What follows belongs to an exercise in optimizing a design on an open flow for small area; a production flow would make more cautious choices.
At most, simulation tests tie the RTL to the original design; equivalence was not proved.

Setup of trial 24:
==> module microcontroller, before the edit <==
module microcontroller #(parameter M = 3,
                         parameter N = 16)
                        (input  [15:0]  din,
                         input          clk, rst,
                         output         rw,
                         output [N-1:0] addr,
                         output [N-1:0] dout);
    localparam EX = 3'd0, A2 = 3'd1, A3 = 3'd2, L2 = 3'd3,
               S2 = 3'd4, S3 = 3'd5, CLR = 3'd6;
    reg [2:0]   ph;              
    reg [2:0]   st;              
    reg [111:0] rf;              
    reg [15:0]  r7, t, mar;
    reg [2:0]   rsave;           
    reg         fz, fn, fo;      
    reg         nz;              
    reg         cf;              
    wire [3:0] op = din[15:12];
    wire [2:0] rd = din[11:9];
    wire [2:0] ra = din[8:6];
    wire [2:0] rb = din[5:3];
    wire ex    = (st == EX);
    wire isbin = ~op[3] & (op[2:0] <= 3'd4);
    wire ismn  = (op == 4'd5) | (op == 4'd6);
    wire isnop = (op == 4'd7) | (op == 4'd11);
    wire isldi = (op == 4'd10);
    wire isbr  = (op[3:2] == 2'b11);
    wire isld  = (op == 4'd8);
    wire isst  = (op == 4'd9);
    wire last  = (ph == 3'd7);
    wire taken = (op[1:0] == 2'b11) | (op[1:0] == 2'b00 & fz) |
                 (op[1:0] == 2'b01 & fn) | (op[1:0] == 2'b10 & fo);
    localparam Y_ZERO = 3'd0, Y_ONE = 3'd1, Y_T = 3'd2,
               Y_OFF = 3'd4, Y_ONES = 3'd5;
    localparam F_ADD = 2'd0, F_AND = 2'd1, F_OR = 2'd2, F_XOR = 2'd3;
    reg [2:0] xsel;      
    reg       xt;        
    reg [2:0] ysel;
    reg [1:0] fn_sel;
    reg       cin0;      
    reg       xinv;      
    reg       we7;       
    reg       wen;       
    reg [2:0] dst;
    reg       wdin;      
    reg [1:0] tmode;     
    reg       fset, fzero, osel;
    reg [2:0] nst;
    always @(*) begin
        xsel = 3'd7; xt = 1'b0; ysel = Y_ZERO; fn_sel = F_ADD; cin0 = 1'b0; xinv = 1'b0;
        we7 = 1'b0; wen = 1'b0; dst = rd; wdin = 1'b0; tmode = 2'd0;
        fset = 1'b0; fzero = 1'b0; osel = 1'b0; nst = EX;
        case (st)
        EX: begin
            if (isbin) begin
                xsel = ra; tmode = 2'd1; nst = A2;
            end else if (ismn) begin
                xsel = ra; ysel = op[0] ? Y_ONES : Y_ZERO; fn_sel = F_XOR;
                wen = 1'b1; fset = 1'b1; nst = A3;
            end else if (isld | isst) begin
                xsel = ra; we7 = 1'b1; tmode = 2'd2; fset = isld;
                nst = isld ? L2 : S2;
            end else if (isbr) begin
                ysel = taken ? Y_OFF : Y_ONE; we7 = 1'b1;
                fset = taken; osel = 1'b1;
            end else begin           
                ysel = Y_ONE; we7 = 1'b1; fset = 1'b1;
                fzero = isnop; wen = isldi; wdin = isldi;
            end
        end
        A2: begin
            xsel = rb; wen = 1'b1; fset = 1'b1; nst = A3;
            case (op[2:0])
            3'd0: begin ysel = Y_T; osel = 1'b1; end
            3'd1: begin ysel = Y_T; xinv = 1'b1; cin0 = 1'b1; osel = 1'b1; end
            3'd2: begin ysel = Y_T; fn_sel = F_AND; end
            3'd3: begin ysel = Y_T; fn_sel = F_OR; end
            default: begin ysel = Y_T; fn_sel = F_XOR; end
            endcase
        end
        A3: begin
            ysel = Y_ONE; we7 = 1'b1;
        end
        L2: begin
            xt = 1'b1; ysel = Y_ONE; we7 = 1'b1;
            wen = 1'b1; dst = rsave; wdin = 1'b1;
        end
        S2: begin
            xsel = rsave; xt = (rsave == 3'd7); we7 = 1'b1; fset = 1'b1;
            nst = S3;
        end
        S3: begin
            xt = 1'b1; ysel = Y_ONE; we7 = 1'b1;
        end
        default: begin               
            fn_sel = F_AND; we7 = 1'b1;
        end
        endcase
    end
    reg [1:0] xv;
    always @(*) begin
        case (xsel)
        3'd0: xv = rf[1:0];
        3'd1: xv = rf[17:16];
        3'd2: xv = rf[33:32];
        3'd3: xv = rf[49:48];
        3'd4: xv = rf[65:64];
        3'd5: xv = rf[81:80];
        3'd6: xv = rf[97:96];
        default: xv = r7[1:0];
        endcase
        if (xt) xv = t[1:0];
        if (xinv) xv = ~xv;
    end
    wire [1:0] draw = din[{ph, 1'b0} +: 2];
    wire       sxl  = ex & isldi & ph[2];
    wire       sxb  = ex & isbr & (ph[2:1] == 2'b11);
    wire [1:0] dv   = sxl ? {2{din[8]}} : sxb ? {2{din[11]}} : draw;
    reg [1:0] yv;
    always @(*) begin
        case (ysel)
        Y_ONE:  yv = {1'b0, (ph == 3'd0)};
        Y_T:    yv = t[1:0];
        Y_OFF:  yv = dv;
        Y_ONES: yv = 2'b11;
        default: yv = 2'b00;
        endcase
    end
    wire       c0 = (ph == 3'd0) ? cin0 : cf;
    wire       s0 = xv[0] ^ yv[0] ^ c0;
    wire       c1 = (xv[0] & yv[0]) | (xv[0] & c0) | (yv[0] & c0);
    wire       s1 = xv[1] ^ yv[1] ^ c1;
    wire       c2 = (xv[1] & yv[1]) | (xv[1] & c1) | (yv[1] & c1);
    wire       ovf = c1 ^ c2;
    reg [1:0] res;
    always @(*) begin
        case (fn_sel)
        F_AND: res = xv & yv;
        F_OR:  res = xv | yv;
        F_XOR: res = xv ^ yv;
        default: res = {s1, s0};
        endcase
    end
    wire [1:0] wd   = wdin ? dv : res;
    wire [1:0] fd   = fzero ? 2'b00 : wd;
    wire       clr  = (st == CLR);
    wire [1:0] r7in = we7 ? res : r7[1:0];
    wire [15:0] r7d = {r7in, r7[15:2]};
    wire       mar_ld = last & (st != S2);
    assign addr = mar_ld ? r7d : mar;
    assign dout = r7;
    assign rw   = (st == S3) & (ph == 3'd0);
    integer k;
    always @(posedge clk) begin
        for (k = 0; k < 7; k = k + 1)
            rf[16*k +: 16] <= {(clr | (wen & (dst == k))) ? wd : rf[16*k +: 2],
                               rf[16*k+2 +: 14]};
        r7 <= r7d;
        t  <= {(tmode == 2'd1) ? res : (tmode == 2'd2) ? r7[1:0] : t[1:0], t[15:2]};
        mar <= addr;
        cf <= c2;
        nz <= ((ph != 3'd0) & nz) | (|fd);
        if (ex) rsave <= din[12] ? rb : rd;
        if (rst) begin
            ph <= 3'd0;
            st <= CLR;
            fz <= 1'b0; fn <= 1'b0; fo <= 1'b0;
        end else begin
            ph <= ph + 3'd1;
            if (last) begin
                st <= nst;
                if (fset) begin
                    fz <= ~(nz | (|fd));
                    fn <= fd[1];
                    fo <= osel & ovf;
                end
            end
        end
    end
endmodule
export LEC_CHECK = 0
export ABC_AREA = 1
export CAP_MARGIN = 20
export CORE_MARGIN = 2
export CORE_UTILIZATION = 40
export SLEW_MARGIN = 20
create_clock -name core_clock -period 7.0 [get_ports {clk}]
standard.sh (not shown) runs the stock make flow with config.mk's settings and CLKGATE_MAP_FILE= SYNTH_SCRIPT=/design/flow/synth_recipe.tcl, a recipe that flattens the netlist after the stock synthesis.
==> flow/flow/run.sh <==
#!/bin/bash
# Standard ORFS layout, except:
#  - synthesis maps with an area-only ABC script (flow/abc_area.script),
#    through a copy of ORFS's scripts folder; everything else in synthesis
#    is the standard synthesis (synth_recipe.tcl),
#  - ports are buffered with buf_1,
#  - the clock tree uses clkbuf_8 and no dummy loads.
# Each make run's output goes to its own log file here.
set -euo pipefail
rm -rf scr
cp -r "$FLOW_HOME/scripts" scr
cp flow/abc_area.script scr/abc_area.script
bash standard.sh synth "SCRIPTS_DIR=$PWD/scr" > synth_make.log 2>&1
bash standard.sh finish \
  "BUFFER_PORTS_ARGS=-buffer_cell sky130_fd_sc_hd__buf_1" \
  "CTS_ARGS=-sink_clustering_enable -repair_clock_nets -dont_use_dummy_load -buf_list sky130_fd_sc_hd__clkbuf_8" \
  > flow_make.log 2>&1
==> flow/flow/abc_area.script <==
strash
dch -f
amap
topo
Modified inputs, build 13 compared to trial 24
diff --git a/flow/design.v b/flow/design.v
--- a/flow/design.v
+++ b/flow/design.v
@@ -33,8 +33,9 @@
     localparam Y_ZERO = 3'd0, Y_ONE = 3'd1, Y_T = 3'd2,
                Y_OFF = 3'd4, Y_ONES = 3'd5;
     localparam F_ADD = 2'd0, F_AND = 2'd1, F_OR = 2'd2, F_XOR = 2'd3;
     reg [2:0] xsel;      
+    reg       x7;        
     reg       xt;        
     reg [2:0] ysel;
     reg [1:0] fn_sel;
     reg       cin0;      
@@ -46,13 +47,14 @@
     reg [1:0] tmode;     
     reg       fset, fzero, osel;
     reg [2:0] nst;
     always @(*) begin
-        xsel = 3'd7; xt = 1'b0; ysel = Y_ZERO; fn_sel = F_ADD; cin0 = 1'b0; xinv = 1'b0;
+        xsel = 3'd7; x7 = 1'b0; xt = 1'b0; ysel = Y_ZERO; fn_sel = F_ADD; cin0 = 1'b0; xinv = 1'b0;
         we7 = 1'b0; wen = 1'b0; dst = rd; wdin = 1'b0; tmode = 2'd0;
         fset = 1'b0; fzero = 1'b0; osel = 1'b0; nst = EX;
         case (st)
         EX: begin
+            xsel = ra;
             if (isbin) begin
                 xsel = ra; tmode = 2'd1; nst = A2;
             end else if (ismn) begin
                 xsel = ra; ysel = op[0] ? Y_ONES : Y_ZERO; fn_sel = F_XOR;
@@ -60,12 +62,12 @@
             end else if (isld | isst) begin
                 xsel = ra; we7 = 1'b1; tmode = 2'd2; fset = isld;
                 nst = isld ? L2 : S2;
             end else if (isbr) begin
-                ysel = taken ? Y_OFF : Y_ONE; we7 = 1'b1;
+                x7 = 1'b1; ysel = taken ? Y_OFF : Y_ONE; we7 = 1'b1;
                 fset = taken; osel = 1'b1;
             end else begin           
-                ysel = Y_ONE; we7 = 1'b1; fset = 1'b1;
+                x7 = 1'b1; ysel = Y_ONE; we7 = 1'b1; fset = 1'b1;
                 fzero = isnop; wen = isldi; wdin = isldi;
             end
         end
         A2: begin
@@ -96,9 +98,9 @@
             fn_sel = F_AND; we7 = 1'b1;
         end
         endcase
     end
-    reg [1:0] xv;
+    reg [1:0] xv, xr;
     always @(*) begin
         case (xsel)
         3'd0: xv = rf[1:0];
         3'd1: xv = rf[17:16];
@@ -108,8 +110,10 @@
         3'd5: xv = rf[81:80];
         3'd6: xv = rf[97:96];
         default: xv = r7[1:0];
         endcase
+        xr = xv;
+        if (x7) xv = r7[1:0];
         if (xt) xv = t[1:0];
         if (xinv) xv = ~xv;
     end
     wire [1:0] draw = din[{ph, 1'b0} +: 2];
@@ -146,9 +150,13 @@
     wire       clr  = (st == CLR);
     wire [1:0] r7in = we7 ? res : r7[1:0];
     wire [15:0] r7d = {r7in, r7[15:2]};
     wire       mar_ld = last & (st != S2);
-    assign addr = mar_ld ? r7d : mar;
+    wire [1:0] ta  = (ex & (isld | isst)) ? xr : xt ? t[1:0] : r7[1:0];
+    wire [1:0] tb  = (ex & isbr & taken) ? {2{din[11]}} : 2'b00;
+    wire       tc  = cf & ~(ex & (isbin | ismn)) & (st != A2);
+    wire [1:0] top = clr ? 2'b00 : ta + tb + {1'b0, tc};
+    assign addr = mar_ld ? {top, r7[15:2]} : mar;
     assign dout = r7;
     assign rw   = (st == S3) & (ph == 3'd0);
     integer k;
     always @(posedge clk) begin
==> comparison <==
- In build 13, post-synthesis area per instance is lower than in trial 24.
- Relative to trial 24, area of placed instances has gone down in build 13.
- Taking trial 24 as the reference, in build 13 total routing usage reported by global routing now larger, number of core rows up about 2.4%, shortest period the worst path allows moved down, final area dropped about 6%.
- In the route summary, build 13 ends up with a via count exceeding that of trial 24.
- Build 13 has completed all stages; timing, DRC and antenna checks passed.
No functional check of the RTL was part of trial 24.

## port drivers added, routing unchanged
Ports are ideal in the flow. The routed layouts listed here were re-timed in OpenROAD.
Step 1 (the two cells are an assumption about what drives the block):
set clk [get_ports {clk}]
set_driving_cell -lib_cell sky130_fd_sc_hd__clkbuf_16 $clk
set_driving_cell -lib_cell sky130_fd_sc_hd__buf_2 [delete_from_list [all_inputs] $clk]
Step 2 also shifts input and output timing later by t, the mid clock arrival at the registers, as if the neighbouring blocks saw the same clock.
Three values: ideal ports, drivers, drivers and shift; two values: the first two.
run	shift t [ns]	setup WS [ns]	worst hold slack (ns)	worst setup path after step 2
trial 24	0.449	0.154 / 0.131 / 0.131	0.307 / 0.307 / 0.307	input to output
build 13	0.451	0.999 / 0.966 / 0.785	0.301 / 0.301 / 0.301	input to register
After both steps setup and hold are still met in every run listed. For build 13, which loses most, drivers alone change the setup slack by -0.033 ns; drivers and shift together by -0.214 ns.
